From an optimization exercise on the open Yosys and OpenROAD flow, aimed at small area; shortcuts taken in it are not production practice.
At most, simulation tests tie the RTL to the original design; equivalence was not proved.
No functional check of the RTL was part of run 1.
Power and IR drop assume default switching activity.

## design/flow/design.v

```verilog
module byte_swap #
(
    parameter DW = 32    
)
(
    input  [DW-1:0] I,
    output [DW-1:0] O
);  
localparam BC = DW / 8;
genvar i;
for (i=0; i<BC; i=i+1) begin
    assign O[i*8 +:8] = I[(BC-1-i)*8 +:8];
end 
endmodule
module data_checker # (FREQ_HZ = 1000)
(
    input   clk, resetn,
    input   channel,
    input[31:0]     axis_pattern_tdata,
    input           axis_pattern_tvalid,
    output          axis_pattern_tready,
    input[511:0]    axis_eth_tdata,
    input           axis_eth_tvalid,
    input           axis_eth_tlast,
    input           axis_eth_tuser,
    output          axis_eth_tready,
    input[15:0]     PACKET_SIZE,
    input[31:0]     FRAME_SIZE,
    input[63:0]     RFD_ADDR, RFD_SIZE,
    input[63:0]     RMD_ADDR, RMD_SIZE,
    input[63:0]     RFC_ADDR,
    input[31:0]     PACKETS_PER_GROUP,
    output eth_active,
    output reg[63:0] total_packets_rcvd,
    output reg[63:0] malformed_packets,
    output reg[31:0] expected_fc,
    output reg[31:0] expected_frame_pattern,
    output    [63:0] expected_rdmx_addr,
    output    [15:0] expected_rdmx_seq,
    output reg[17:0] error,
    output    [511:0] error_data,
    output all_good
);
localparam DATA_TIMEOUT = FREQ_HZ * 2;
localparam TW = $clog2(DATA_TIMEOUT + 1);
localparam RDMX_MAGIC = 16'h0122;
function [63:0] inc64;
    input [63:0] a;
    input        ci;
    integer j, k;
    reg cb, cs;
    begin
        cs = ci;
        for (j = 0; j < 8; j = j + 1) begin
            cb = cs;
            for (k = 0; k < 8; k = k + 1) begin
                inc64[8*j+k] = a[8*j+k] ^ cb;
                cb = cb & a[8*j+k];
            end
            cs = cs & (&a[8*j +: 8]);
        end
    end
endfunction
function [63:0] dec64;
    input [63:0] a;
    input        bi;
    integer j, k;
    reg cb, cs;
    begin
        cs = bi;
        for (j = 0; j < 8; j = j + 1) begin
            cb = cs;
            for (k = 0; k < 8; k = k + 1) begin
                dec64[8*j+k] = a[8*j+k] ^ cb;
                cb = cb & ~a[8*j+k];
            end
            cs = cs & ~(|a[8*j +: 8]);
        end
    end
endfunction
function [16:0] add16;
    input [15:0] a, b;
    integer k;
    reg c;
    begin
        c = 1'b0;
        for (k = 0; k < 16; k = k + 1) begin
            add16[k] = a[k] ^ b[k] ^ c;
            c = (a[k] & b[k]) | (c & (a[k] ^ b[k]));
        end
        add16[16] = c;
    end
endfunction
function le16;
    input [15:0] a, b;
    integer k, w;
    reg [15:0] lt, eq;
    begin
        lt = ~a & b;
        eq = ~(a ^ b);
        for (w = 1; w < 16; w = w * 2)
            for (k = 0; k < 16; k = k + 2 * w) begin
                lt[k] = lt[k + w] | (eq[k + w] & lt[k]);
                eq[k] = eq[k + w] & eq[k];
            end
        le16 = lt[0] | eq[0];
    end
endfunction
function [16:0] sub16;
    input [15:0] a, b;
    integer k;
    reg c;
    begin
        c = 1'b1;
        for (k = 0; k < 16; k = k + 1) begin
            sub16[k] = a[k] ^ ~b[k] ^ c;
            c = (a[k] & ~b[k]) | (c & (a[k] ^ ~b[k]));
        end
        sub16[16] = ~c;
    end
endfunction
localparam FSM_GET_PATTERN      = 0;
localparam FSM_GET_FDATA_HEADER = 1;
localparam FSM_GET_FDATA_PACKET = 2;
localparam FSM_GET_MDATA_HEADER = 3;
localparam FSM_GET_MDATA_PACKET = 4;
localparam FSM_GET_FC_HEADER    = 5;
localparam FSM_GET_FC_PACKET    = 6;
reg [2:0] fsm_state;
wire checking = (error == 0);
assign all_good = checking;
assign axis_pattern_tready = resetn & (~checking | (fsm_state == FSM_GET_PATTERN));
assign axis_eth_tready     = resetn & (~checking | (fsm_state != FSM_GET_PATTERN));
wire axis_pattern_handshake = axis_pattern_tvalid & axis_pattern_tready;
wire axis_eth_handshake     = axis_eth_tvalid     & axis_eth_tready;
wire take_pattern = checking & (fsm_state == FSM_GET_PATTERN) & axis_pattern_tvalid & resetn;
reg reg_valid, reg_tlast, reg_well_formed;
always @(posedge clk) begin
    reg_valid <= axis_eth_handshake;
    if (axis_eth_handshake) begin
        reg_tlast       <= axis_eth_tlast;
        reg_well_formed <= ~axis_eth_tuser;
    end
end
wire[511:0] e = error_data;
wire[15:0]  h_ip4_length    = e[383:368];      
wire[15:0]  h_rdmx_magic    = e[175:160];
wire[63:0]  h_rdmx_address  = e[159:096];
wire[15:0]  h_rdmx_seq_num  = e[095:080];
wire[31:0]  h_frame_counter = {e[487:480], e[495:488], e[503:496], e[511:504]};
wire in_fdh = (fsm_state == FSM_GET_FDATA_HEADER);
wire in_fdp = (fsm_state == FSM_GET_FDATA_PACKET);
wire in_mdh = (fsm_state == FSM_GET_MDATA_HEADER);
wire in_mdp = (fsm_state == FSM_GET_MDATA_PACKET);
wire in_fch = (fsm_state == FSM_GET_FC_HEADER);
wire in_fcp = (fsm_state == FSM_GET_FC_PACKET);
wire proc  = checking & reg_valid;           
wire check = proc & reg_well_formed;         
reg [TW-1:0] eth_active_timer;
assign eth_active = (eth_active_timer != 0);
wire[63:0] tmr_dec = dec64({{(64-TW){1'b0}}, eth_active_timer}, 1'b1);
always @(posedge clk) begin
    if (resetn == 0)
        eth_active_timer <= 0;
    else if (axis_eth_tvalid)
        eth_active_timer <= DATA_TIMEOUT;
    else if (eth_active)
        eth_active_timer <= tmr_dec[TW-1:0];
end
wire pkt_end = reg_valid & reg_tlast;
wire[63:0] seq_inc = inc64({48'd0, total_packets_rcvd[15:0]}, 1'b1);
assign expected_rdmx_seq = seq_inc[15:0];
always @(posedge clk) begin
    if (resetn == 0) begin
        total_packets_rcvd <= 0;
        malformed_packets  <= 0;
    end else begin
        total_packets_rcvd <= inc64(total_packets_rcvd, checking & pkt_end);
        malformed_packets  <= inc64(malformed_packets,  pkt_end & ~reg_well_formed);
    end
end
reg [31:0] pph;
always @* begin
    case (PACKET_SIZE)
          64:   pph = FRAME_SIZE >>  7;
         128:   pph = FRAME_SIZE >>  8;
         256:   pph = FRAME_SIZE >>  9;
         512:   pph = FRAME_SIZE >> 10;
        1024:   pph = FRAME_SIZE >> 11;
        2048:   pph = FRAME_SIZE >> 12;
        4096:   pph = FRAME_SIZE >> 13;
        8192:   pph = FRAME_SIZE >> 14;
     default:   pph = 0;
    endcase
end
reg [31:0] fd_packets_left;
wire[63:0] fdpl_dec = dec64({32'd0, fd_packets_left}, 1'b1);
wire       last_fd_packet = (fd_packets_left == 0);
reg [31:0] hframe_cycle;
reg        in_footer;
wire[63:0] hfc_inc = inc64({32'd0, hframe_cycle}, 1'b1);
wire[63:0] ffc_hi  = dec64({47'd0, FRAME_SIZE[31:15]}, 1'b1);
wire[31:0] first_footer_hframe_cycle = {ffc_hi[23:0], FRAME_SIZE[14:7]};
wire       footer_at_0 = (FRAME_SIZE[31:7] == 25'd256);
reg [7:0]  cycles_in_packet;
wire[63:0] cip_inc = inc64({56'd0, cycles_in_packet}, 1'b1);
wire[63:0] fc_inc = inc64({32'd0, expected_fc}, 1'b1);
reg [63:0] fd_addr, fd_left;
reg        fd_addr_cy, fd_left_bw;
reg [63:7] md_addr, md_left;
wire[16:0] fd_addr_lo = add16(fd_addr[15:0], PACKET_SIZE);
wire[16:0] fd_left_lo = sub16(fd_left[15:0], PACKET_SIZE);
wire[63:0] fd_addr_hi = inc64({16'd0, fd_addr[63:16]}, 1'b1);
wire[63:0] fd_left_hi = dec64({16'd0, fd_left[63:16]}, 1'b1);
wire       fd_wrap    = (fd_left[63:16] == 0) & le16(fd_left[15:0], PACKET_SIZE);
wire[63:0] md_addr_inc = inc64({7'd0, md_addr}, 1'b1);
wire[63:0] md_left_dec = dec64({7'd0, md_left}, 1'b1);
wire       md_wrap     = (md_left[63:8] == 0) & (~md_left[7] | (RMD_SIZE[6:0] == 0));
wire[63:0] exp_addr = ({64{in_fdh}} & fd_addr)
                    | ({64{in_mdh}} & {md_addr, RMD_ADDR[6:0]})
                    | ({64{in_fch}} & RFC_ADDR);
wire addr_error = error[3] | error[9] | error[15];
assign expected_rdmx_addr = {64{addr_error}} & fd_addr;
wire        bad_magic = (h_rdmx_magic != RDMX_MAGIC);
wire        bad_seq   = (h_rdmx_seq_num != expected_rdmx_seq);
wire [16:0] fd_ip_len = add16(PACKET_SIZE, 16'd50);
wire [15:0] exp_len   = in_fdh ? fd_ip_len[15:0] : in_mdh ? 16'd178 : 16'd54;
wire        bad_len   = (h_ip4_length != exp_len) | (in_fdh & fd_ip_len[16]);
wire        bad_addr  = (h_rdmx_address != exp_addr);
reg  hdr_bytes_diff, ftr_bytes_diff, other_diff;
reg  g_and_h, g_or_h, g_and_f, g_or_f, g_and_o, g_or_o;
integer k, m;
always @* begin
    hdr_bytes_diff = 0;
    ftr_bytes_diff = 0;
    other_diff     = 0;
    for (k = 0; k < 32; k = k + 1) begin
        g_and_h = 1; g_or_h = 0;
        g_and_f = 1; g_or_f = 0;
        g_and_o = 1; g_or_o = 0;
        for (m = 0; m < 16; m = m + 1) begin
            if (k < 8 && m % 2 == 0) begin
                g_and_h = g_and_h & e[32*m+k];
                g_or_h  = g_or_h  | e[32*m+k];
            end else if (k >= 24 && m % 2 == 1 && m >= 9) begin
                g_and_f = g_and_f & e[32*m+k];
                g_or_f  = g_or_f  | e[32*m+k];
            end else begin
                g_and_o = g_and_o & e[32*m+k];
                g_or_o  = g_or_o  | e[32*m+k];
            end
        end
        if (k < 8)
            hdr_bytes_diff = hdr_bytes_diff | (expected_frame_pattern[k] ? ~g_and_h : g_or_h);
        if (k >= 24)
            ftr_bytes_diff = ftr_bytes_diff | (expected_frame_pattern[k] ? ~g_and_f : g_or_f);
        other_diff = other_diff | (expected_frame_pattern[k] ? ~g_and_o : g_or_o);
    end
end
wire hdr_cycle  = (channel == 0) & (hframe_cycle[31:8] == 0) & (hframe_cycle[1] == 0);
wire ftr_cycle  = (channel == 1) & in_footer & (hframe_cycle[1:0] == 3);
wire bad_fdata  = other_diff | (hdr_bytes_diff & ~hdr_cycle) | (ftr_bytes_diff & ~ftr_cycle);
wire [7:0] exp_cycles = in_fdp ? PACKET_SIZE[13:6] : in_mdp ? 8'd2 : 8'd1;
wire bad_plen  = reg_tlast & (cycles_in_packet != exp_cycles);
wire bad_fc    = (h_frame_counter != expected_fc);
wire [5:0]  hdr_bits = {2'b00, bad_addr, bad_len, bad_seq, bad_magic};
wire [17:0] fail_bits =
      ({18{check & in_fdh}} & {12'b0, hdr_bits})
    | ({18{check & in_fdp}} & {12'b0, bad_plen, bad_fdata, 4'b0})
    | ({18{check & in_mdh}} & {6'b0, hdr_bits, 6'b0})
    | ({18{check & in_mdp}} & {6'b0, bad_plen, 11'b0})
    | ({18{check & in_fch}} & {hdr_bits, 12'b0})
    | ({18{check & in_fcp}} & {bad_plen, bad_fc, 16'b0});
wire fail      = (fail_bits != 0);
wire plen_fail = check & (in_fdp | in_mdp | in_fcp) & bad_plen;
wire addr_ok   = ~(reg_well_formed & bad_addr);
wire addr_fail = check & (in_fdh | in_mdh | in_fch) & bad_addr;
reg [2:0] fsm_next;
always @* begin
    fsm_next = fsm_state;
    case (fsm_state)
        FSM_GET_PATTERN:
            if (axis_pattern_tvalid) fsm_next = FSM_GET_FDATA_HEADER;
        FSM_GET_FDATA_HEADER:
            if (reg_valid) fsm_next = FSM_GET_FDATA_PACKET;
        FSM_GET_FDATA_PACKET:
            if (reg_valid & reg_tlast)
                fsm_next = last_fd_packet ? FSM_GET_MDATA_HEADER : FSM_GET_FDATA_HEADER;
        FSM_GET_MDATA_HEADER:
            if (reg_valid) fsm_next = FSM_GET_MDATA_PACKET;
        FSM_GET_MDATA_PACKET:
            if (reg_valid & reg_tlast) fsm_next = FSM_GET_FC_HEADER;
        FSM_GET_FC_HEADER:
            if (reg_valid) fsm_next = FSM_GET_FC_PACKET;
        FSM_GET_FC_PACKET:
            if (reg_valid & reg_tlast) fsm_next = FSM_GET_PATTERN;
        default: ;
    endcase
end
wire[511:0] in_data_be;
genvar gb;
generate
    for (gb = 0; gb < 64; gb = gb + 1) begin : g_swap
        assign in_data_be[gb*8 +: 8] = axis_eth_tdata[(63-gb)*8 +: 8];
    end
endgenerate
wire store_raw = (fsm_next == FSM_GET_FDATA_PACKET);
wire ed_load   = checking & ~fail;
wire ed_hold   = ~checking | (fail & ~plen_fail);
error_data_reg i_error_data (
    .clk    (clk),
    .ld_raw (ed_load & store_raw),
    .ld_swap(ed_load & ~store_raw),
    .hold   (ed_hold),
    .ld_len (checking & plen_fail),
    .raw    (axis_eth_tdata),
    .swapped(in_data_be),
    .len    (cycles_in_packet),
    .q      (error_data)
);
always @(posedge clk) begin
    if (resetn == 0) begin
        fsm_state   <= FSM_GET_PATTERN;
        expected_fc <= 0;
        error       <= 0;
    end else if (checking) begin
        fsm_state <= fsm_next;
        error     <= fail_bits;
        if (take_pattern) begin
            expected_frame_pattern <= axis_pattern_tdata;
            expected_fc            <= fc_inc[31:0];
        end
    end
end
always @(posedge clk) begin
    if (checking) begin
        if (take_pattern) begin
            fd_packets_left <= pph;
            hframe_cycle    <= 0;
            in_footer       <= footer_at_0;
        end
        if (reg_valid)
            cycles_in_packet <= cip_inc[7:0];
        if (reg_valid & (in_fdh | in_mdh | in_fch))
            cycles_in_packet <= 1;
        if (reg_valid & in_fdh)
            fd_packets_left <= fdpl_dec[31:0];
        if (reg_valid & in_fdp) begin
            hframe_cycle <= hfc_inc[31:0];
            if (hfc_inc[32])
                in_footer <= footer_at_0;
            else if (hfc_inc[31:0] == first_footer_hframe_cycle)
                in_footer <= 1'b1;
        end
    end
end
always @(posedge clk) begin
    if (resetn == 0) begin
        fd_addr    <= RFD_ADDR;
        fd_left    <= RFD_SIZE;
        fd_addr_cy <= 1'b0;
        fd_left_bw <= 1'b0;
        md_addr    <= RMD_ADDR[63:7];
        md_left    <= RMD_SIZE[63:7];
    end else begin
        fd_addr_cy <= 1'b0;
        fd_left_bw <= 1'b0;
        if (fd_addr_cy) fd_addr[63:16] <= fd_addr_hi[47:0];
        if (fd_left_bw) fd_left[63:16] <= fd_left_hi[47:0];
        if (proc & in_fdh & addr_ok) begin
            if (fd_wrap) begin
                fd_addr <= RFD_ADDR;
                fd_left <= RFD_SIZE;
            end else begin
                fd_addr[15:0] <= fd_addr_lo[15:0];
                fd_left[15:0] <= fd_left_lo[15:0];
                fd_addr_cy    <= fd_addr_lo[16];
                fd_left_bw    <= fd_left_lo[16];
            end
        end
        if (addr_fail)
            fd_addr <= exp_addr;
        if (proc & in_mdh & addr_ok) begin
            if (md_wrap) begin
                md_addr <= RMD_ADDR[63:7];
                md_left <= RMD_SIZE[63:7];
            end else begin
                md_addr <= md_addr_inc[56:0];
                md_left <= md_left_dec[56:0];
            end
        end
    end
end
endmodule
module error_data_reg
(
    input            clk,
    input            ld_raw, ld_swap, hold, ld_len,
    input  [511:0]   raw, swapped,
    input  [7:0]     len,
    output reg[511:0] q
);
always @(posedge clk)
    q <= ({512{ld_raw}}  & raw)
       | ({512{ld_swap}} & swapped)
       | ({512{hold}}    & q)
       | ({512{ld_len}}  & {504'd0, len});
endmodule
```

## design/flow/flow/run.sh

```bash
#!/bin/bash
# Standard ORFS layout, with minimum-size port buffers and no CTS dummy loads.
set -euo pipefail
export BUFFER_PORTS_ARGS="-buffer_cell sky130_fd_sc_hd__buf_1"
export CTS_ARGS="-sink_clustering_enable -repair_clock_nets -dont_use_dummy_load"
bash standard.sh > standard_flow.log 2>&1
```

## design/flow/standard.sh

```bash
#!/bin/bash
# synth_recipe.tcl (not shown) runs the flow's synth.tcl, then flattens the netlist and writes it again
# the make line also repeats each setting of config.mk as NAME=value (left out here)
make -C /OpenROAD-flow-scripts/flow DESIGN_CONFIG=/design/flow/config.mk WORK_HOME=/design/flow/orfs CLKGATE_MAP_FILE= SYNTH_SCRIPT=/design/flow/synth_recipe.tcl "${@:-finish}"
```

## design/flow/config.mk

```make
export PLATFORM = sky130hd
export DESIGN_NAME = data_checker
export DESIGN_NICKNAME = data_checker
export VERILOG_FILES = /design/flow/design.v
export SDC_FILE = /design/flow/constraint.sdc
export NUM_CORES = 4
export LEC_CHECK = 0
export CAP_MARGIN = 20
export CORE_AREA = 5 5 445 445
export DIE_AREA = 0 0 450 450
export SLEW_MARGIN = 20
export SYNTH_HIERARCHICAL = 1
```

## design/flow/constraint.sdc

```tcl
create_clock -name core_clock -period 10.0 [get_ports {clk}]
set_input_delay 2.0000 -clock core_clock [delete_from_list [all_inputs] [get_ports {clk}]]
set_output_delay 2.0000 -clock core_clock [all_outputs]
set_load 0.01 [all_outputs]
```

==> results of run 1 <==
cell usage after synthesis, types with 7 or more instances:
cell       number
a211oi_1       84
a211oi_2       20
a21oi_1       230
a221oi_1        8
a222oi_1      532
a22o_1         25
a22oi_1        49
a2bb2oi_1      10
a31oi_1        42
and2_1        132
and3_1         55
buf_1          12
buf_2          69
buf_4          12
buf_6         114
clkbuf_1      175
dfxtp_1       802
edfxtp_1      253
fa_1           30
ha_1          460
inv_1         766
mux2_2         97
mux2i_1       123
nand2_1       230
nand2b_1       47
nand3_1        82
nand4_1       213
nor2_1        283
nor2b_1        77
nor3_1        129
nor4_1        189
o21ai_0       101
o22a_1         15
o22ai_1        77
o2bb2ai_1       9
o31ai_1         7
or4_1          20
xnor2_1       108
xor2_1         44
modules after synthesis, one instance, submodules excluded:
module | area, um2 | times used | cells
data_checker | 38400 | 1 | 4140
error_data_reg | 18900 | 1 | 1716
cells by family after synthesis:
| kind of cell | count (synthesis) |
|---|---|
| AND/OR/NAND/NOR | 1497 |
| AO/OA/AOI/OAI | 1286 |
| buffers and inverters | 1155 |
| flip-flops | 1055 |
| adder cells (fa/ha/maj) | 490 |
| multiplexers | 220 |
| XOR/XNOR | 152 |
| other | 1 |
==> key figures, run 1 <==
Status
  • Outcome: aborted with a tool error
  • Last stage: I/O pin placement
  • Tool error: [ERROR PPL-0024] Number of IO pins (1757) exceeds maximum number of available positions (1628). Increase the die perimeter from 1800.00um to 2389.52um.

Synth
  • Ys flop type: dfxtp_1
  • Synth Area in XOR/XNOR: 2.32%
  • Main combinational cell family by area after synthesis: compound AO/OA/AOI/OAI gates
  • Post-Syn Area per Cell: roughly 9.8 um2
  • Area share of the largest cell type after synthesis: 28.0%
  • Post-synthesis sequential area ratio: 41.3%
  • Ys async rst share: 0%
  • Post-Synth Simple-Gate Area: between 10% and 20%
  • Post-Synth Adder-Cell Area: 11.1%
  • Yosys reg bits: 1055
  • Largest cells by area after synthesis: dfxtp_1 28%, edfxtp_1 13%, ha_1 10%, a222oi_1 9.3%, inv_1 5.0%
  • Mux share of post-synthesis cell area: 4.05%
  • Mapped Nets: 7297
  • YS warnings: 8
  • Number of distinct library cells after synthesis: between 80 and 90
  • Number of enable flip-flop cells after synthesis: 253
  • Area leader, netlist: dfxtp_1
  • Post-synthesis instance total: 5856
  • Compound-Gate Fraction of Synth Area: 18.0%
  • Mapped Area: 0.0573 mm2

Die
  • Initial core utilization: between 20 and 30%
  • Row Count: 161
  • Die outline width: approximately 450 um
  • Die H: 450 um
==> run 2: changes to the inputs <==
--- a/design/flow/design.v
+++ b/design/flow/design.v
@@ -41,8 +41,17 @@
     output    [511:0] error_data,
     output all_good
 );
+function integer bits_for;
+    input integer v;
+    integer n;
+    begin
+        n = 1;
+        while ((v >> n) != 0) n = n + 1;
+        bits_for = n;
+    end
+endfunction
 localparam DATA_TIMEOUT = FREQ_HZ * 2;
-localparam TW = $clog2(DATA_TIMEOUT + 1);
+localparam TW = bits_for(DATA_TIMEOUT);
 localparam RDMX_MAGIC = 16'h0122;
 function [63:0] inc64;
     input [63:0] a;
@@ -179,20 +188,10 @@
         malformed_packets  <= inc64(malformed_packets,  pkt_end & ~reg_well_formed);
     end
 end
-reg [31:0] pph;
-always @* begin
-    case (PACKET_SIZE)
-          64:   pph = FRAME_SIZE >>  7;
-         128:   pph = FRAME_SIZE >>  8;
-         256:   pph = FRAME_SIZE >>  9;
-         512:   pph = FRAME_SIZE >> 10;
-        1024:   pph = FRAME_SIZE >> 11;
-        2048:   pph = FRAME_SIZE >> 12;
-        4096:   pph = FRAME_SIZE >> 13;
-        8192:   pph = FRAME_SIZE >> 14;
-     default:   pph = 0;
-    endcase
-end
+wire [2:0] ps_log = {|PACKET_SIZE[13:10], |{PACKET_SIZE[13:12], PACKET_SIZE[9:8]}, |{PACKET_SIZE[13], PACKET_SIZE[11], PACKET_SIZE[9], PACKET_SIZE[7]}};
+wire ps_ok = (PACKET_SIZE[15:14] == 0) & (PACKET_SIZE[5:0] == 0) & (PACKET_SIZE[13:6] != 0) & ((PACKET_SIZE[13:6] & (PACKET_SIZE[13:6] - 8'd1)) == 0);
+wire [24:0] pph_s = FRAME_SIZE[31:7] >> ps_log;
+wire [31:0] pph = ps_ok ? {7'd0, pph_s} : 32'd0;
 reg [31:0] fd_packets_left;
 wire[63:0] fdpl_dec = dec64({32'd0, fd_packets_left}, 1'b1);
 wire       last_fd_packet = (fd_packets_left == 0);
@@ -213,8 +212,11 @@
 wire[63:0] fd_addr_hi = inc64({16'd0, fd_addr[63:16]}, 1'b1);
 wire[63:0] fd_left_hi = dec64({16'd0, fd_left[63:16]}, 1'b1);
 wire       fd_wrap    = (fd_left[63:16] == 0) & le16(fd_left[15:0], PACKET_SIZE);
-wire[63:0] md_addr_inc = inc64({7'd0, md_addr}, 1'b1);
-wire[63:0] md_left_dec = dec64({7'd0, md_left}, 1'b1);
+reg [1:0]  md_phase;              
+reg        md_addr_cy, md_left_bw;
+wire       md_step     = md_phase != 0;
+wire[63:0] md_addr_inc = inc64({45'd0, md_addr[25:7]}, md_step ? md_addr_cy : 1'b1);
+wire[63:0] md_left_dec = dec64({45'd0, md_left[25:7]}, md_step ? md_left_bw : 1'b1);
 wire       md_wrap     = (md_left[63:8] == 0) & (~md_left[7] | (RMD_SIZE[6:0] == 0));
 wire[63:0] exp_addr = ({64{in_fdh}} & fd_addr)
                     | ({64{in_mdh}} & {md_addr, RMD_ADDR[6:0]})
@@ -362,6 +364,7 @@
         fd_left_bw <= 1'b0;
         md_addr    <= RMD_ADDR[63:7];
         md_left    <= RMD_SIZE[63:7];
+        md_phase   <= 2'd0;
     end else begin
         fd_addr_cy <= 1'b0;
         fd_left_bw <= 1'b0;
@@ -380,13 +383,23 @@
         end
         if (addr_fail)
             fd_addr <= exp_addr;
+        if (md_step) begin
+            md_addr    <= {md_addr_inc[18:0], md_addr[63:26]};
+            md_left    <= {md_left_dec[18:0], md_left[63:26]};
+            md_addr_cy <= md_addr_inc[19];
+            md_left_bw <= md_left_dec[19];
+            md_phase   <= md_phase - 2'd1;
+        end
         if (proc & in_mdh & addr_ok) begin
             if (md_wrap) begin
                 md_addr <= RMD_ADDR[63:7];
                 md_left <= RMD_SIZE[63:7];
             end else begin
-                md_addr <= md_addr_inc[56:0];
-                md_left <= md_left_dec[56:0];
+                md_addr    <= {md_addr_inc[18:0], md_addr[63:26]};
+                md_left    <= {md_left_dec[18:0], md_left[63:26]};
+                md_addr_cy <= md_addr_inc[19];
+                md_left_bw <= md_left_dec[19];
+                md_phase   <= 2'd2;
             end
         end
     end
==> design/flow/flow/run.sh (replaced) <==
#!/bin/bash
# Standard ORFS layout, with minimum-size port buffers and no CTS dummy loads.
set -euo pipefail
export BUFFER_PORTS_ARGS="-buffer_cell sky130_fd_sc_hd__buf_1"
export CTS_ARGS="-sink_clustering_enable -repair_clock_nets -dont_use_dummy_load -buf_list sky130_fd_sc_hd__clkbuf_4 -root_buf sky130_fd_sc_hd__clkbuf_16 -sink_clustering_size 8 -sink_clustering_max_diameter 40"
bash standard.sh > standard_flow.log 2>&1
--- a/design/flow/config.mk
+++ b/design/flow/config.mk
@@ -6,7 +6,7 @@
 export NUM_CORES = 4
 export LEC_CHECK = 0
 export CAP_MARGIN = 20
-export CORE_AREA = 5 5 445 445
-export DIE_AREA = 0 0 450 450
+export CORE_AREA = 5 5 645 645
+export DIE_AREA = 0 0 650 650
 export SLEW_MARGIN = 20
 export SYNTH_HIERARCHICAL = 1
==> key figures, run 2 <==
Status
  • Outcome: complete, no violations (was aborted with a tool error)

Clock network
  • Clock Sinks: 1059
  • Clock Tree Buf Depth: 4
  • # resized after CTS: 0
  • CTS buffer count: about 220
  • Clock-pin slew on the worst setup and hold paths: 60 ps
  • Root Buffer: clkbuf_16
  • CTS tree: done
  • H-tree levels: 4
  • Skew-Pair Late Insertion Delay: 1030 ps
  • Post-CTS setup buffers: 0
  • # hold bufs at CTS: 0

Worst setup path
  • Crit. End Element: flop
  • Max stage delay on crit path: around 690 ps
  • R2R setup slack: between 2000 and 3000 ps
  • R2R cell count: 14
  • Worst Path Class, Setup: input pin to flop
  • CP arrival: 9010 ps
  • RR Endpoint: i_error_data.q[190]$_DFF_P_
  • Most used cell, CP: ha_1
  • Critical path startpoint category: input pin
  • Worst path slowest cell: nor2b_4
  • Critical-path maximum fanout: 75
  • Worst R2R Start: fsm_state[2]$_SDFFE_PN0P_
  • Required time of the critical path: roughly 11000 ps

Synth
  • YS warnings: 8 (unchanged)
  • Ys flop type: dfxtp_1 (unchanged)
  • Mapped Nets: 6891 (was 7297)
  • Yosys reg bits: 1059 (was 1055)
  • Number of distinct library cells after synthesis: 85 (was 88)
  • Post-synthesis instance total: 5512 (was 5856)
  • Post-synthesis sequential area ratio: 42.6% (was 41.3%)
  • Area share of the largest cell type after synthesis: 28.9% (was 28.0%)
  • Synth cell count leaders: 804 x dfxtp_1, 753 x inv_1, 514 x a222oi_1 (was 802 x dfxtp_1, 766 x inv_1, 532 x a222oi_1)
  • Ys async rst share: 0% (unchanged)
  • Mapped Area: 0.0557 mm2 (was 0.0573 mm2)
  • Area leader, netlist: dfxtp_1 (unchanged)
  • Largest cells by area after synthesis: dfxtp_1 29%, edfxtp_1 14%, a222oi_1 9.2%, ha_1 8.9%, inv_1 5.1% (was dfxtp_1 28%, edfxtp_1 13%, ha_1 10%, a222oi_1 9.3%, inv_1 5.0%)
  • Most common cell in the netlist: dfxtp_1 (unchanged)
  • Post-Syn Area per Cell: 10.1 um2 (was 9.79 um2)
  • Number of enable flip-flop cells after synthesis: 255 (was 253)

Routing
  • Wire per inst: between 30 and 40 um
  • Via density: 4.62
  • Routed wire length: about 510000 um
  • Via count: around 60000
  • DRT Pass-1 Iters: 17
  • Final ANT Viol Nets: 0
  • DRT iter0 DRCs: 11300
  • Post-route DRC: 0

Final layout
  • Fraction of layout cells with a size suffix above 1: 9.47%
  • Most flop-heavy register: i_error_data.q
  • Nets: 8733
  • Most frequent cells in the layout: 1708 x buf_1, 761 x dfxtp_1, 752 x inv_1
  • Area delta synth->final: 27.8%
  • Largest register FFs: between 500 and 600
  • Final std cells w/o fill: between 10000 and 15000
  • Commonest non-fill, non-tap cell in the layout: buf_1
  • Final Instance Area: 0.0712 mm2
  • Number of fill cells in the layout: 46300
  • Finished Core Util: 17.4%

STA
  • Final setup viols: 0
  • F_max: approximately 120 MHz
  • Worst slew margin: 23.9%
  • Worst Max-Slew Pin Slew: 1140 ps
  • Max-slew violations: 0
  • Setup Skew: 114 ps
  • Hold Fails Final Rpt: 0
  • RSZ-0062 raised after global routing: false
  • Final Critical Period: between 8000 and 9000 ps
  • Post-route setup TNS: 0 ps
  • Final period utilization: 81.2%

GRT
  • Vias in the first global route: 54400
  • First-pass GRT wire length: 624000 um
  • Initial antenna violation count: 185
  • Grt ovf: 0
  • Largest net degree at the start of global routing: 192
  • GRT Total Usage: 22.9%

Place
  • Dpl hpwl: about 440000 um
  • Final RePlAce weighted congestion: 1.00
  • Placed cells: 12600
  • I/O Buffers: roughly 1700
  • Area after DPL: roughly 0.069 mm2

Die
  • Die outline width: 650 um (was 450 um)
  • Die H: 650 um (was 450 um)
  • Initial core utilization: 13.6% (was 29.8%)
  • Row Count: 235 (was 161)
  • Die area: 0.423 mm2
  • Area of the core: 0.409 mm2
  • I/O pins: 1757

Power
  • Peak VDD IR: 122 uV
  • Leak pwr: ~0.028 uW
  • Tot Pwr: 14500 uW
  • Power Density: between 200 and 250 mW/mm2

Min path
  • Worst Hold Class: flop to flop
  • Hold path start: i_error_data.q[100]$_DFF_P_
  • Hold EP: i_error_data.q[100]$_DFF_P_
  • Worst Hold Path Cells: 2

Run
  • Max_cap viols: 0
## run 2: layout make-up
cell class | instances | area [um2] | share of cell area [%]
diodes | 113 | 283 | 0.397
clock buffers | 222 | 1960 | 2.76
inverters | 756 | 2840 | 3.99
multi-input cells | 3364 | 27000 | 37.9
flip-flops and latches | 1059 | 23800 | 33.4
well taps | 5451 | 6820 | 9.58
repair buffers | 1951 | 8510 | 12.0
## run 2: modules after synthesis, one instance, submodules excluded
module	times used	cells	flops+latches
data_checker	1	3796	547
error_data_reg	1	1716	512
## run 2: metal layers
| metal | vias up | track usage [%] | wire length, um |
|---|---|---|---|
| li1 | 24700 | - | - |
| met1 | 29300 | 26.5 | 191000 |
| met2 | 4586 | 36.8 | 229000 |
| met3 | 934 | 9.02 | 59600 |
| met4 | 72 | 10.8 | 29800 |
| met5 | - | 0 | 512 |
## run 2: power breakdown
group	leakage (uW)	internal, uW	switching [uW]
Clock	0.00115	1240	1800
Combinational	0.0176	1310	3380
Sequential	0.00918	5040	1700
Total	0.0279	7590	6870
## run 2: how the worst max path moves through the flow
stage,start,end,depth (start not counted)
global placement,PACKET_SIZE[1],i_error_data.q[116]$_DFF_P_,31
global route,PACKET_SIZE[1],i_error_data.q[502]$_DFF_P_,31
floorplan,PACKET_SIZE[0],fd_left[15]$_DFFE_PP_,17
CTS,PACKET_SIZE[1],i_error_data.q[502]$_DFF_P_,31
finish,PACKET_SIZE[1],i_error_data.q[190]$_DFF_P_,31
detailed placement,PACKET_SIZE[1],i_error_data.q[116]$_DFF_P_,31
## run 2: stage by stage
stage | hold WS [ps] | worst slack [ps]
2_1_floorplan | 454 | 1700
3_3_place_gp | 459 | 946
3_5_place_dp | 459 | 911
4_1_cts | 474 | 2020
5_1_grt | 513 | 1530
6_report | 479 | 1880
## run 2: critical path, delay by kind of cell
family                   cells  cell delay [ps]
adder cells (fa/ha/maj)     14             2730
AND/OR/NAND/NOR              5             1770
buffers and inverters        7             1350
AO/OA/AOI/OAI                4              870
XOR/XNOR                     1              150
## run 2: kinds of logic (layout without fill, tap and decap cells)
| kind of cell | count (synthesis) | after routing | share of synthesized area (%) |
|---|---|---|---|
| compound gates | 1036 | 1036 | 15.7 |
| xor+xnor | 138 | 138 | 2.17 |
| fa+ha+maj | 429 | 429 | 10.0 |
| buf+inv | 1089 | 2929 | 9.22 |
| flops | 1059 | 1059 | 42.6 |
| mux | 327 | 327 | 6.47 |
| other cells | 1 | 114 | 0.00673 |
| simple gates | 1433 | 1433 | 13.7 |
==> run 3: changes to the inputs <==
--- a/design/flow/design.v
+++ b/design/flow/design.v
@@ -37,7 +37,7 @@
     output reg[31:0] expected_frame_pattern,
     output    [63:0] expected_rdmx_addr,
     output    [15:0] expected_rdmx_seq,
-    output reg[17:0] error,
+    output    [17:0] error,
     output    [511:0] error_data,
     output all_good
 );
@@ -136,7 +136,8 @@
 localparam FSM_GET_FC_HEADER    = 5;
 localparam FSM_GET_FC_PACKET    = 6;
 reg [2:0] fsm_state;
-wire checking = (error == 0);
+reg  [5:0] err_bits;
+wire checking = (err_bits == 0);
 assign all_good = checking;
 assign axis_pattern_tready = resetn & (~checking | (fsm_state == FSM_GET_PATTERN));
 assign axis_eth_tready     = resetn & (~checking | (fsm_state != FSM_GET_PATTERN));
@@ -165,17 +166,49 @@
 wire in_fcp = (fsm_state == FSM_GET_FC_PACKET);
 wire proc  = checking & reg_valid;           
 wire check = proc & reg_well_formed;         
-reg [TW-1:0] eth_active_timer;
-assign eth_active = (eth_active_timer != 0);
-wire[63:0] tmr_dec = dec64({{(64-TW){1'b0}}, eth_active_timer}, 1'b1);
-always @(posedge clk) begin
-    if (resetn == 0)
-        eth_active_timer <= 0;
-    else if (axis_eth_tvalid)
-        eth_active_timer <= DATA_TIMEOUT;
-    else if (eth_active)
-        eth_active_timer <= tmr_dec[TW-1:0];
+localparam [10:0] LFSR_IDLE = 11'h7FF;
+function [10:0] lfsr_step;
+    input [10:0] t;
+    lfsr_step = {t[9:0], t[10] ^ t[8]};
+endfunction
+function [10:0] lfsr_start;
+    input integer steps;
+    integer n;
+    reg [10:0] t;
+    begin
+        t = LFSR_IDLE;
+        for (n = 0; n < 2047 - steps; n = n + 1)
+            t = lfsr_step(t);
+        lfsr_start = t;
+    end
+endfunction
+generate
+if (DATA_TIMEOUT < 2047) begin : g_lfsr_timer
+    localparam [10:0] LFSR_START = lfsr_start(DATA_TIMEOUT);
+    reg [10:0] eth_active_timer;
+    assign eth_active = (eth_active_timer != LFSR_IDLE);
+    always @(posedge clk) begin
+        if (resetn == 0)
+            eth_active_timer <= LFSR_IDLE;
+        else if (axis_eth_tvalid)
+            eth_active_timer <= LFSR_START;
+        else if (eth_active)
+            eth_active_timer <= lfsr_step(eth_active_timer);
+    end
+end else begin : g_count_timer
+    reg [TW-1:0] eth_active_timer;
+    assign eth_active = (eth_active_timer != 0);
+    wire[63:0] tmr_dec = dec64({{(64-TW){1'b0}}, eth_active_timer}, 1'b1);
+    always @(posedge clk) begin
+        if (resetn == 0)
+            eth_active_timer <= 0;
+        else if (axis_eth_tvalid)
+            eth_active_timer <= DATA_TIMEOUT;
+        else if (eth_active)
+            eth_active_timer <= tmr_dec[TW-1:0];
+    end
 end
+endgenerate
 wire pkt_end = reg_valid & reg_tlast;
 wire[63:0] seq_inc = inc64({48'd0, total_packets_rcvd[15:0]}, 1'b1);
 assign expected_rdmx_seq = seq_inc[15:0];
@@ -221,44 +254,16 @@
 wire[63:0] exp_addr = ({64{in_fdh}} & fd_addr)
                     | ({64{in_mdh}} & {md_addr, RMD_ADDR[6:0]})
                     | ({64{in_fch}} & RFC_ADDR);
-wire addr_error = error[3] | error[9] | error[15];
+wire addr_error = err_bits[3];
 assign expected_rdmx_addr = {64{addr_error}} & fd_addr;
-wire        bad_magic = (h_rdmx_magic != RDMX_MAGIC);
-wire        bad_seq   = (h_rdmx_seq_num != expected_rdmx_seq);
-wire [16:0] fd_ip_len = add16(PACKET_SIZE, 16'd50);
-wire [15:0] exp_len   = in_fdh ? fd_ip_len[15:0] : in_mdh ? 16'd178 : 16'd54;
-wire        bad_len   = (h_ip4_length != exp_len) | (in_fdh & fd_ip_len[16]);
-wire        bad_addr  = (h_rdmx_address != exp_addr);
-reg  hdr_bytes_diff, ftr_bytes_diff, other_diff;
-reg  g_and_h, g_or_h, g_and_f, g_or_f, g_and_o, g_or_o;
-integer k, m;
-always @* begin
-    hdr_bytes_diff = 0;
-    ftr_bytes_diff = 0;
-    other_diff     = 0;
-    for (k = 0; k < 32; k = k + 1) begin
-        g_and_h = 1; g_or_h = 0;
-        g_and_f = 1; g_or_f = 0;
-        g_and_o = 1; g_or_o = 0;
-        for (m = 0; m < 16; m = m + 1) begin
-            if (k < 8 && m % 2 == 0) begin
-                g_and_h = g_and_h & e[32*m+k];
-                g_or_h  = g_or_h  | e[32*m+k];
-            end else if (k >= 24 && m % 2 == 1 && m >= 9) begin
-                g_and_f = g_and_f & e[32*m+k];
-                g_or_f  = g_or_f  | e[32*m+k];
-            end else begin
-                g_and_o = g_and_o & e[32*m+k];
-                g_or_o  = g_or_o  | e[32*m+k];
-            end
-        end
-        if (k < 8)
-            hdr_bytes_diff = hdr_bytes_diff | (expected_frame_pattern[k] ? ~g_and_h : g_or_h);
-        if (k >= 24)
-            ftr_bytes_diff = ftr_bytes_diff | (expected_frame_pattern[k] ? ~g_and_f : g_or_f);
-        other_diff = other_diff | (expected_frame_pattern[k] ? ~g_and_o : g_or_o);
-    end
-end
+wire bad_magic, bad_seq, bad_len, bad_addr;
+header_compare i_header_compare (
+    .magic(h_rdmx_magic), .seq(h_rdmx_seq_num), .len(h_ip4_length), .addr(h_rdmx_address),
+    .exp_seq(expected_rdmx_seq), .packet_size(PACKET_SIZE), .exp_addr(exp_addr),
+    .in_fdh(in_fdh), .in_mdh(in_mdh),
+    .bad_magic(bad_magic), .bad_seq(bad_seq), .bad_len(bad_len), .bad_addr(bad_addr));
+wire hdr_bytes_diff, ftr_bytes_diff, other_diff;
+pattern_compare i_pattern_compare (.e(e), .p(expected_frame_pattern), .hdr_diff(hdr_bytes_diff), .ftr_diff(ftr_bytes_diff), .other_diff(other_diff));
 wire hdr_cycle  = (channel == 0) & (hframe_cycle[31:8] == 0) & (hframe_cycle[1] == 0);
 wire ftr_cycle  = (channel == 1) & in_footer & (hframe_cycle[1:0] == 3);
 wire bad_fdata  = other_diff | (hdr_bytes_diff & ~hdr_cycle) | (ftr_bytes_diff & ~ftr_cycle);
@@ -266,14 +271,16 @@
 wire bad_plen  = reg_tlast & (cycles_in_packet != exp_cycles);
 wire bad_fc    = (h_frame_counter != expected_fc);
 wire [5:0]  hdr_bits = {2'b00, bad_addr, bad_len, bad_seq, bad_magic};
-wire [17:0] fail_bits =
-      ({18{check & in_fdh}} & {12'b0, hdr_bits})
-    | ({18{check & in_fdp}} & {12'b0, bad_plen, bad_fdata, 4'b0})
-    | ({18{check & in_mdh}} & {6'b0, hdr_bits, 6'b0})
-    | ({18{check & in_mdp}} & {6'b0, bad_plen, 11'b0})
-    | ({18{check & in_fch}} & {hdr_bits, 12'b0})
-    | ({18{check & in_fcp}} & {bad_plen, bad_fc, 16'b0});
+wire [5:0] fail_bits =
+      ({6{check & (in_fdh | in_mdh | in_fch)}} & hdr_bits)
+    | ({6{check & in_fdp}} & {bad_plen, bad_fdata, 4'b0})
+    | ({6{check & in_mdp}} & {bad_plen, 5'b0})
+    | ({6{check & in_fcp}} & {bad_plen, bad_fc, 4'b0});
 wire fail      = (fail_bits != 0);
+wire kind_fd = (fsm_state == FSM_GET_FDATA_HEADER) | (fsm_state == FSM_GET_FDATA_PACKET);
+wire kind_md = (fsm_state == FSM_GET_MDATA_HEADER) | (fsm_state == FSM_GET_MDATA_PACKET);
+wire kind_fc = (fsm_state == FSM_GET_FC_HEADER)    | (fsm_state == FSM_GET_FC_PACKET);
+assign error = {err_bits & {6{kind_fc}}, err_bits & {6{kind_md}}, err_bits & {6{kind_fd}}};
 wire plen_fail = check & (in_fdp | in_mdp | in_fcp) & bad_plen;
 wire addr_ok   = ~(reg_well_formed & bad_addr);
 wire addr_fail = check & (in_fdh | in_mdh | in_fch) & bad_addr;
@@ -324,10 +331,11 @@
     if (resetn == 0) begin
         fsm_state   <= FSM_GET_PATTERN;
         expected_fc <= 0;
-        error       <= 0;
+        err_bits    <= 0;
     end else if (checking) begin
-        fsm_state <= fsm_next;
-        error     <= fail_bits;
+        if (~fail)
+            fsm_state <= fsm_next;
+        err_bits <= fail_bits;
         if (take_pattern) begin
             expected_frame_pattern <= axis_pattern_tdata;
             expected_fc            <= fc_inc[31:0];
@@ -419,3 +427,55 @@
        | ({512{hold}}    & q)
        | ({512{ld_len}}  & {504'd0, len});
 endmodule
+module pattern_compare
+(
+    input  [511:0] e,
+    input  [31:0]  p,
+    output reg     hdr_diff, ftr_diff, other_diff
+);
+reg  g_and_h, g_or_h, g_and_f, g_or_f, g_and_o, g_or_o;
+integer k, m;
+always @* begin
+    hdr_diff = 0;
+    ftr_diff = 0;
+    other_diff     = 0;
+    for (k = 0; k < 32; k = k + 1) begin
+        g_and_h = 1; g_or_h = 0;
+        g_and_f = 1; g_or_f = 0;
+        g_and_o = 1; g_or_o = 0;
+        for (m = 0; m < 16; m = m + 1) begin
+            if (k < 8 && m % 2 == 0) begin
+                g_and_h = g_and_h & e[32*m+k];
+                g_or_h  = g_or_h  | e[32*m+k];
+            end else if (k >= 24 && m % 2 == 1 && m >= 9) begin
+                g_and_f = g_and_f & e[32*m+k];
+                g_or_f  = g_or_f  | e[32*m+k];
+            end else begin
+                g_and_o = g_and_o & e[32*m+k];
+                g_or_o  = g_or_o  | e[32*m+k];
+            end
+        end
+        if (k < 8)
+            hdr_diff = hdr_diff | (p[k] ? ~g_and_h : g_or_h);
+        if (k >= 24)
+            ftr_diff = ftr_diff | (p[k] ? ~g_and_f : g_or_f);
+        other_diff = other_diff | (p[k] ? ~g_and_o : g_or_o);
+    end
+end
+endmodule
+module header_compare
+(
+    input  [15:0] magic, seq, len,
+    input  [63:0] addr,
+    input  [15:0] exp_seq, packet_size,
+    input  [63:0] exp_addr,
+    input         in_fdh, in_mdh,
+    output        bad_magic, bad_seq, bad_len, bad_addr
+);
+wire [16:0] fd_ip_len = packet_size + 16'd50;
+wire [15:0] exp_len   = in_fdh ? fd_ip_len[15:0] : in_mdh ? 16'd178 : 16'd54;
+assign bad_magic = (magic != 16'h0122);
+assign bad_seq   = (seq != exp_seq);
+assign bad_len   = (len != exp_len) | (in_fdh & fd_ip_len[16]);
+assign bad_addr  = (addr != exp_addr);
+endmodule
--- a/design/flow/config.mk
+++ b/design/flow/config.mk
@@ -6,7 +6,10 @@
 export NUM_CORES = 4
 export LEC_CHECK = 0
 export CAP_MARGIN = 20
+export CELL_PAD_IN_SITES_DETAIL_PLACEMENT = 1
+export CELL_PAD_IN_SITES_GLOBAL_PLACEMENT = 2
 export CORE_AREA = 5 5 645 645
 export DIE_AREA = 0 0 650 650
+export PLACE_DENSITY = 0.4
 export SLEW_MARGIN = 20
 export SYNTH_HIERARCHICAL = 1
==> key figures, run 3 <==
Status
  • Outcome: complete, no violations (unchanged)

Routing
  • DRT Pass-1 Iters: 11 (was 17)
  • Post-route DRC: 0 (unchanged)
  • Via density: 4.42 (was 4.62)
  • Routed wire length: 495000 um (was 510000 um)
  • Wire per inst: 38.4 um (was 39.5 um)
  • Final ANT Viol Nets: 0 (unchanged)
  • DRT iter0 DRCs: 7746 (was 11300)
  • Via count: 56900 (was 59600)

GRT
  • Initial antenna violation count: 256 (was 185)
  • Largest net degree at the start of global routing: 191 (was 192)
  • First-pass GRT wire length: 619000 um (was 624000 um)
  • Grt ovf: 0 (unchanged)
  • GRT Total Usage: 22.3% (was 22.9%)
  • Vias in the first global route: 57000 (was 54400)

Final layout
  • Largest register FFs: 512 (unchanged)
  • Most frequent cells in the layout: 1712 x buf_1, 788 x dfxtp_1, 669 x inv_1 (was 1708 x buf_1, 761 x dfxtp_1, 752 x inv_1)
  • Area delta synth->final: 29.2% (was 27.8%)
  • Fraction of layout cells with a size suffix above 1: 9.11% (was 9.47%)
  • Commonest non-fill, non-tap cell in the layout: buf_1 (unchanged)
  • Most flop-heavy register: i_error_data.q (unchanged)
  • Nets: 8694 (was 8733)

Synth
  • Yosys reg bits: 1048 (was 1059)
  • Compound-Gate Fraction of Synth Area: 14.7% (was 15.7%)
  • Synth cell count leaders: 793 x dfxtp_1, 671 x inv_1, 504 x a222oi_1 (was 804 x dfxtp_1, 753 x inv_1, 514 x a222oi_1)
  • Most common cell in the netlist: dfxtp_1 (unchanged)
  • Post-Syn Area per Cell: 9.92 um2 (was 10.1 um2)
  • YS warnings: 9 (was 8)
  • Area share of the largest cell type after synthesis: 29.2% (was 28.9%)
  • Number of distinct library cells after synthesis: 84 (was 85)
  • Post-Synth Simple-Gate Area: 14.7% (was 13.7%)
  • Post-Synth Adder-Cell Area: 9.74% (was 10.0%)
  • Mapped Nets: 6834 (was 6891)
  • Mux share of post-synthesis cell area: 5.27% (was 6.47%)
  • Ys async rst share: 0% (unchanged)
  • Area leader, netlist: dfxtp_1 (unchanged)
  • Post-synthesis sequential area ratio: 43.3% (was 42.6%)
  • Largest cells by area after synthesis: dfxtp_1 29%, edfxtp_1 14%, a222oi_1 9.3%, ha_1 8.6%, inv_1 4.6% (was dfxtp_1 29%, edfxtp_1 14%, a222oi_1 9.2%, ha_1 8.9%, inv_1 5.1%)
  • Post-synthesis instance total: 5478 (was 5512)
  • Ys flop type: dfxtp_1 (unchanged)
  • Main combinational cell family by area after synthesis: compound AO/OA/AOI/OAI gates (unchanged)
  • Mapped Area: 0.0543 mm2 (was 0.0557 mm2)
  • Number of enable flip-flop cells after synthesis: 255 (unchanged)
  • Synth Area in XOR/XNOR: 3.48% (was 2.17%)

Worst setup path
  • Worst Path Class, Setup: input pin to flop (unchanged)
  • Crit. End Element: flop (unchanged)
  • Worst path slowest cell: fa_1 (was nor2b_4)
  • Critical path startpoint category: input pin (unchanged)
  • CP Cell Sequence: buf_1 -> ha_1 -> fa_1 -> fa_1 -> fa_1 -> fa_1 -> fa_1 -> fa_1 -> fa_1 -> fa_1 -> fa_1 -> fa_1 -> fa_1 -> inv_1 -> fa_1 -> inv_1 -> fa_1 -> fa_1 -> inv_1 -> fa_1 -> inv_1 -> o22ai_1 -> a2bb2oi_1
  • R2R setup slack: 2630 ps (was 2730 ps)
  • Required time of the critical path: 10890 ps (was 10880 ps)
  • Worst R2R Start: fsm_state[1]$_SDFFE_PN0P_ (was fsm_state[2]$_SDFFE_PN0P_)
  • Max stage delay on crit path: 510 ps (was 690 ps)
  • CP arrival: 8780 ps (was 9010 ps)
  • R2R cell count: 18 (was 14)
  • Most used cell, CP: fa_1 (was ha_1)
  • Critical-path maximum fanout: 2 (was 75)
  • RR Endpoint: i_error_data.q[7]$_DFF_P_ (was i_error_data.q[190]$_DFF_P_)
  • CP startpoint: PACKET_SIZE[0] (was PACKET_SIZE[1])

STA
  • Post-route setup TNS: 0 ps (unchanged)
  • Hold_ws: 450 ps (was 479 ps)
  • Setup ws final: 2110 ps (was 1880 ps)
  • F_max: 127 MHz (was 123 MHz)
  • Worst slew margin: 17.3% (was 23.9%)
  • Worst Max-Slew Pin Slew: 1230 ps (was 1140 ps)
  • Setup Skew: 136 ps (was 114 ps)
  • Final setup viols: 0 (unchanged)
  • Max-slew violations: 0 (unchanged)
  • RSZ-0062 raised after global routing: false (unchanged)
  • Final Critical Period: 7890 ps (was 8120 ps)
  • Final period utilization: 78.9% (was 81.2%)
  • Hold Fails Final Rpt: 0 (unchanged)

Clock network
  • Skew-Pair Late Insertion Delay: 1150 ps (was 1030 ps)
  • CTS tree: done (unchanged)
  • # hold bufs at CTS: 0 (unchanged)
  • CTS buffer count: 320 (was 222)
  • # resized after CTS: 0 (unchanged)
  • Clock Sinks: 1048 (was 1059)
  • H-tree levels: 5 (was 4)
  • Post-CTS setup buffers: 0 (unchanged)
  • Clock-pin slew on the worst setup and hold paths: 50 ps (was 60 ps)
  • Clock Tree Buf Depth: 4 (unchanged)
  • Root Buffer: clkbuf_16 (unchanged)

Min path
  • Worst Hold Path Cells: 1 (was 2)
  • Hold path start: g_lfsr_timer.eth_active_timer[9]$_SDFFE_PP1P_ (was i_error_data.q[100]$_DFF_P_)
  • Hold EP: g_lfsr_timer.eth_active_timer[10]$_SDFFE_PP1P_ (was i_error_data.q[100]$_DFF_P_)
  • Worst Hold Class: flop to flop (unchanged)

Die
  • Die H: 650 um (unchanged)
  • Die area: 0.423 mm2 (unchanged)
  • Initial core utilization: 13.3% (was 13.6%)
  • I/O pins: 1757 (unchanged)
  • Die outline width: 650 um (unchanged)
  • Row Count: 235 (unchanged)
  • Area of the core: 0.409 mm2 (unchanged)

Power
  • Peak VDD IR: 86.8 uV (was 122 uV)
  • Tot Pwr: 13600 uW (was 14500 uW)
  • Power Density: 194 mW/mm2 (was 203 mW/mm2)
  • Leak pwr: 0.0268 uW (was 0.0279 uW)

Place
  • Final RePlAce weighted congestion: 0.946 (was 1.00)
  • I/O Buffers: 1717 (was 1716)
  • Pre-CTS setup slack: 996 ps (was 911 ps)
  • Dpl hpwl: 422000 um (was 441000 um)

Run
  • Max_cap viols: 0 (unchanged)
## run 3: where the power goes
part	total, uW	internal [uW]	switching (uW)
Sequential	6230	4890	1350
Clock	3990	1880	2110
Combinational	3390	1010	2380
Total	13600	7780	5830
## run 3: worst max-delay path by stage
stage / to / slack (ps)
detailed placement: fd_addr[15]$_DFFE_PP_ / 1000
global placement: fd_addr[15]$_DFFE_PP_ / 990
floorplan: fd_addr[15]$_DFFE_PP_ / 1820
global route: fd_addr[15]$_DFFE_PP_ / 2050
CTS: fd_addr[15]$_DFFE_PP_ / 2260
finish: fd_addr[15]$_DFFE_PP_ / 2110
## run 3: cells by family (layout without fill, tap and decap cells)
| family | Yosys count | in the layout |
|---|---|---|
| compound gates | 1000 | 1000 |
| xor+xnor | 216 | 216 |
| fa+ha+maj | 405 | 405 |
| buf+inv | 1018 | 2876 |
| flops | 1048 | 1048 |
| mux | 257 | 257 |
| other cells | 0 | 97 |
| simple gates | 1534 | 1534 |
## run 3: cell type report
cell class | instances | area [um2]
sequential | 1048 | 23600
timing repair buffer | 1884 | 7900
multi-input combinational | 3412 | 26200
clock buffer | 320 | 2980
tap | 5451 | 6820
fill | 48300 | 339000
antenna | 97 | 243
inverter | 672 | 2530
## run 3: layer usage
metal	vias to the layer above	part of all wire, %	GRT usage, %
met5	-	0.11	0
met4	86	4.4	8.74
met3	873	8.8	7.05
met2	2910	47	37.6
met1	28700	39	26.1
li1	24300	-	-
## run 3: worst max-delay path: cells and delay by family
kind	cells	cell delay, ps
fa+ha+maj	16	6110
compound gates	2	280
buf+inv	5	400
## run 3: per-module statistics from Yosys (local to each module, per instance)
| module | copies in the design | cell area [um2] |
|---|---|---|
| data_checker | 1 | 31300 |
| header_compare | 1 | 1600 |
| error_data_reg | 1 | 18900 |
| pattern_compare | 1 | 2600 |
## run 3: metrics by stage
| step | instance area, um2 | util (%) | instances |
|---|---|---|---|
| after floorplan | 54300 | - | 5478 |
| after global placement | 67000 | 16.4 | 12500 |
| after detailed placement | 67000 | 16.4 | 12500 |
| after CTS | 69900 | 17.1 | 12800 |
| after global routing | 70100 | 17.1 | 12800 |
| final | 70200 | 17.2 | 12900 |
==> run 4: changes to the inputs <==
==> design/flow/flow/run.sh (replaced) <==
#!/bin/bash
# Standard ORFS layout, with minimum-size port buffers and no CTS dummy loads.
set -euo pipefail
export BUFFER_PORTS_ARGS="-buffer_cell sky130_fd_sc_hd__buf_1"
export CTS_ARGS="-sink_clustering_enable -repair_clock_nets -dont_use_dummy_load -buf_list sky130_fd_sc_hd__clkbuf_4 -root_buf sky130_fd_sc_hd__clkbuf_8 -sink_clustering_size 8 -sink_clustering_max_diameter 40"
bash standard.sh > standard_flow.log 2>&1
--- a/design/flow/config.mk
+++ b/design/flow/config.mk
@@ -5,11 +5,11 @@
 export SDC_FILE = /design/flow/constraint.sdc
 export NUM_CORES = 4
 export LEC_CHECK = 0
-export CAP_MARGIN = 20
+export CAP_MARGIN = 10
 export CELL_PAD_IN_SITES_DETAIL_PLACEMENT = 1
 export CELL_PAD_IN_SITES_GLOBAL_PLACEMENT = 2
 export CORE_AREA = 5 5 645 645
 export DIE_AREA = 0 0 650 650
 export PLACE_DENSITY = 0.4
-export SLEW_MARGIN = 20
+export SLEW_MARGIN = 10
 export SYNTH_HIERARCHICAL = 1
==> key figures, run 4 <==
Status
  • Outcome: complete, no violations (unchanged)

Synth
  • Area share of the largest cell type after synthesis: 29.2% (unchanged)
  • YS warnings: 9 (unchanged)
  • Number of distinct library cells after synthesis: 84 (unchanged)
  • Ys flop type: dfxtp_1 (unchanged)
  • Largest cells by area after synthesis: dfxtp_1 29%, edfxtp_1 14%, a222oi_1 9.3%, ha_1 8.6%, inv_1 4.6% (unchanged)
  • Synth cell count leaders: 793 x dfxtp_1, 671 x inv_1, 504 x a222oi_1 (unchanged)
  • Mapped Nets: 6834 (unchanged)
  • Number of enable flip-flop cells after synthesis: 255 (unchanged)
  • Post-synthesis sequential area ratio: 43.3% (unchanged)
  • Ys async rst share: 0% (unchanged)
  • Area leader, netlist: dfxtp_1 (unchanged)
  • Mapped Area: 0.0543 mm2 (unchanged)
  • Post-synthesis instance total: 5478 (unchanged)
  • Post-Syn Area per Cell: 9.92 um2 (unchanged)
  • Most common cell in the netlist: dfxtp_1 (unchanged)
  • Yosys reg bits: 1048 (unchanged)

Clock network
  • Clock Tree Buf Depth: 4 (unchanged)
  • # resized after CTS: 0 (unchanged)
  • Clock-pin slew on the worst setup and hold paths: 80 ps (was 50 ps)
  • H-tree levels: 5 (unchanged)
  • CTS buffer count: 317 (was 320)
  • Post-CTS setup buffers: 0 (unchanged)
  • Skew-Pair Late Insertion Delay: 1190 ps (was 1150 ps)
  • Root Buffer: clkbuf_8 (was clkbuf_16)
  • CTS tree: done (unchanged)
  • # hold bufs at CTS: 0 (unchanged)
  • Clock Sinks: 1048 (unchanged)

GRT
  • First-pass GRT wire length: 618000 um (was 619000 um)
  • GRT Total Usage: 22.3% (about the same)
  • Vias in the first global route: 56700 (was 57000)
  • Grt ovf: 0 (unchanged)
  • Initial antenna violation count: 267 (was 256)
  • Largest net degree at the start of global routing: 191 (unchanged)

Place
  • Area after DPL: 0.0670 mm2 (about the same)
  • Final RePlAce weighted congestion: 0.946 (unchanged)
  • Dpl hpwl: 422000 um (about the same)
  • I/O Buffers: 1717 (unchanged)

Routing
  • DRT Pass-1 Iters: 13 (was 11)
  • Wire per inst: 38.4 um (about the same)
  • Final ANT Viol Nets: 0 (unchanged)
  • DRT iter0 DRCs: 7222 (was 7746)
  • Via density: 4.41 (was 4.42)
  • Post-route DRC: 0 (unchanged)
  • Via count: 56800 (was 56900)
  • Routed wire length: 494000 um (was 495000 um)

Power
  • Peak VDD IR: 72.0 uV (was 86.8 uV)
  • Leak pwr: 0.0266 uW (was 0.0268 uW)
  • Power Density: 190 mW/mm2 (was 194 mW/mm2)
  • Tot Pwr: 13300 uW (was 13600 uW)

STA
  • Hold_ws: 427 ps (was 450 ps)
  • Hold Fails Final Rpt: 0 (unchanged)
  • Worst Max-Slew Pin Slew: 1320 ps (was 1230 ps)
  • F_max: 127 MHz (about the same)
  • Setup Skew: 188 ps (was 136 ps)
  • Final setup viols: 0 (unchanged)
  • RSZ-0062 raised after global routing: false (unchanged)
  • Post-route setup TNS: 0 ps (unchanged)
  • Final period utilization: 78.8% (was 78.9%)
  • Max-slew violations: 0 (unchanged)
  • Worst slew margin: 11.5% (was 17.3%)
  • Final Critical Period: 7880 ps (was 7890 ps)

Final layout
  • Largest register FFs: 512 (unchanged)
  • Commonest non-fill, non-tap cell in the layout: buf_1 (unchanged)
  • Most frequent cells in the layout: 1716 x buf_1, 788 x dfxtp_1, 669 x inv_1 (was 1712 x buf_1, 788 x dfxtp_1, 669 x inv_1)
  • Area of the multi-input gates: 0.0262 mm2 (about the same)
  • Fraction of layout cells with a size suffix above 1: 8.99% (was 9.11%)
  • Most flop-heavy register: i_error_data.q (unchanged)
  • Final Instance Area: 0.0698 mm2 (was 0.0702 mm2)
  • Register area: 0.0236 mm2 (unchanged)
  • Nets: 8690 (was 8694)
  • Number of fill cells in the layout: 48400 (was 48300)
  • Area delta synth->final: 28.5% (was 29.2%)
  • Finished Core Util: 17.1% (was 17.2%)

Die
  • Die outline width: 650 um (unchanged)
  • Row Count: 235 (unchanged)
  • I/O pins: 1757 (unchanged)
  • Initial core utilization: 13.3% (unchanged)
  • Die H: 650 um (unchanged)
  • Area of the core: 0.409 mm2 (unchanged)
  • Die area: 0.423 mm2 (unchanged)

Worst setup path
  • R2R setup slack: 2670 ps (was 2630 ps)
  • CP arrival: 8790 ps (was 8780 ps)
  • Required time of the critical path: 10910 ps (was 10890 ps)
  • Critical path startpoint category: input pin (unchanged)
  • Critical-path maximum fanout: 2 (unchanged)
  • Crit. End Element: flop (unchanged)
  • Worst Path Class, Setup: input pin to flop (unchanged)

Run
  • Max_cap viols: 0 (unchanged)

Min path
  • Worst Hold Class: flop to flop (unchanged)
==> run 4: changes by cell type in the layout (fill, tap and decap cells not counted), sizes merged <==
cell | previous run | this run
buf | 1879 | 1882
clkbuf | 325 | 318
==> run 4: worst max-delay path: stages <==
cell       delay [ps]
buf_1             100
ha_1              210
fa_1              390
fa_1              420
fa_1              430
fa_1              400
fa_1              400
fa_1              510
fa_1              420
fa_1              400
fa_1              390
fa_1              390
fa_1              380
inv_1              90
fa_1              170
inv_1              60
fa_1              410
fa_1              390
inv_1              80
fa_1              410
inv_1              60
o22ai_1            70
a2bb2oi_1         200
==> run 4: kinds of logic after synthesis <==
family | share of synthesized area (%)
simple gates | 14.7
buf+inv | 8.81
flops | 43.3
compound gates | 14.7
fa+ha+maj | 9.74
mux | 5.27
xor+xnor | 3.48
==> run 4: worst paths after layout <==
| path | end | startpoint | cells past startpoint |
|---|---|---|---|
| max | fd_addr[15]$_DFFE_PP_ | PACKET_SIZE[0] | 23 |
| min | g_lfsr_timer.eth_active_timer[10]$_SDFFE_PP1P_ | g_lfsr_timer.eth_active_timer[9]$_SDFFE_PP1P_ | 1 |
| max reg2reg | i_error_data.q[7]$_DFF_P_ | i_error_data.q[98]$_DFF_P_ | 15 |
| min reg2reg | g_lfsr_timer.eth_active_timer[10]$_SDFFE_PP1P_ | g_lfsr_timer.eth_active_timer[9]$_SDFFE_PP1P_ | 1 |
==> run 4: cell type report <==
type,instances,area share (%)
antenna,97,0.348
clock buffer,317,3.71
inverter,672,3.62
multi-input combinational,3412,37.5
sequential,1048,33.7
tap,5451,9.77
timing repair buffer,1883,11.3
==> run 4: per-layer routing <==
metal / up-vias / share of wire (%) / routed length [um] / GRT usage, %
li1: 24300 / - / - / -
met1: 28600 / 39 / 192000 / 25.7
met2: 2927 / 47 / 234000 / 37.5
met3: 848 / 9.0 / 44700 / 7.46
met4: 76 / 4.7 / 23200 / 9.33
met5: - / 0.10 / 503 / 0
==> run 4: per-module statistics from Yosys, one instance, submodules excluded <==
module,copies in the design,area [um2],cells inside
pattern_compare,1,2600,450
data_checker,1,31300,3103
error_data_reg,1,18900,1716
header_compare,1,1600,209
==> run 4: where the power goes <==
part           internal, uW  switching, uW
sequential             4880           1350
combinational          1010           2380
clock                  1580           2050
total                  7480           5780
==> run 4: per-stage QoR <==
stage | instances | worst slack (ps)
finish | 12900 | 2120
global route | 12800 | 2080
detailed placement | 12500 | 993
CTS | 12800 | 2320
floorplan | 5478 | 1820
global placement | 12500 | 985

[what the ideal ports hide]
No port has a modelled driver above. Below, the same layouts with a new extraction and two added sets of constraints.
Step 1 (the two cells are an assumption about what drives the block):
set clk [get_ports {clk}]
set_driving_cell -lib_cell sky130_fd_sc_hd__clkbuf_16 $clk
set_driving_cell -lib_cell sky130_fd_sc_hd__buf_2 [delete_from_list [all_inputs] $clk]
Step 2 also shifts input and output timing later by t, the mid clock arrival at the registers, as if the neighbouring blocks saw the same clock.
Three values: ideal ports, drivers, drivers and shift; two values: the first two.
run	t, ns	slack for setup (ns)	clock arrival spread, ns	worst slew at a driven data input, ns	pins driven straight from the clock port
run 2	1.071	1.875 / 1.932 / 0.861	0.114 / 0.114	0.41	1
run 3	1.184	2.110 / 2.161 / 0.977	0.137 / 0.137	0.29	1
run 4	1.196	2.118 / 2.168 / 0.973	0.188 / 0.187	0.29	1
After both steps every run listed still meets setup and hold. The setup slack of run 4, which loses most, moves by +0.050 ns with the drivers and by -1.145 ns with both steps.
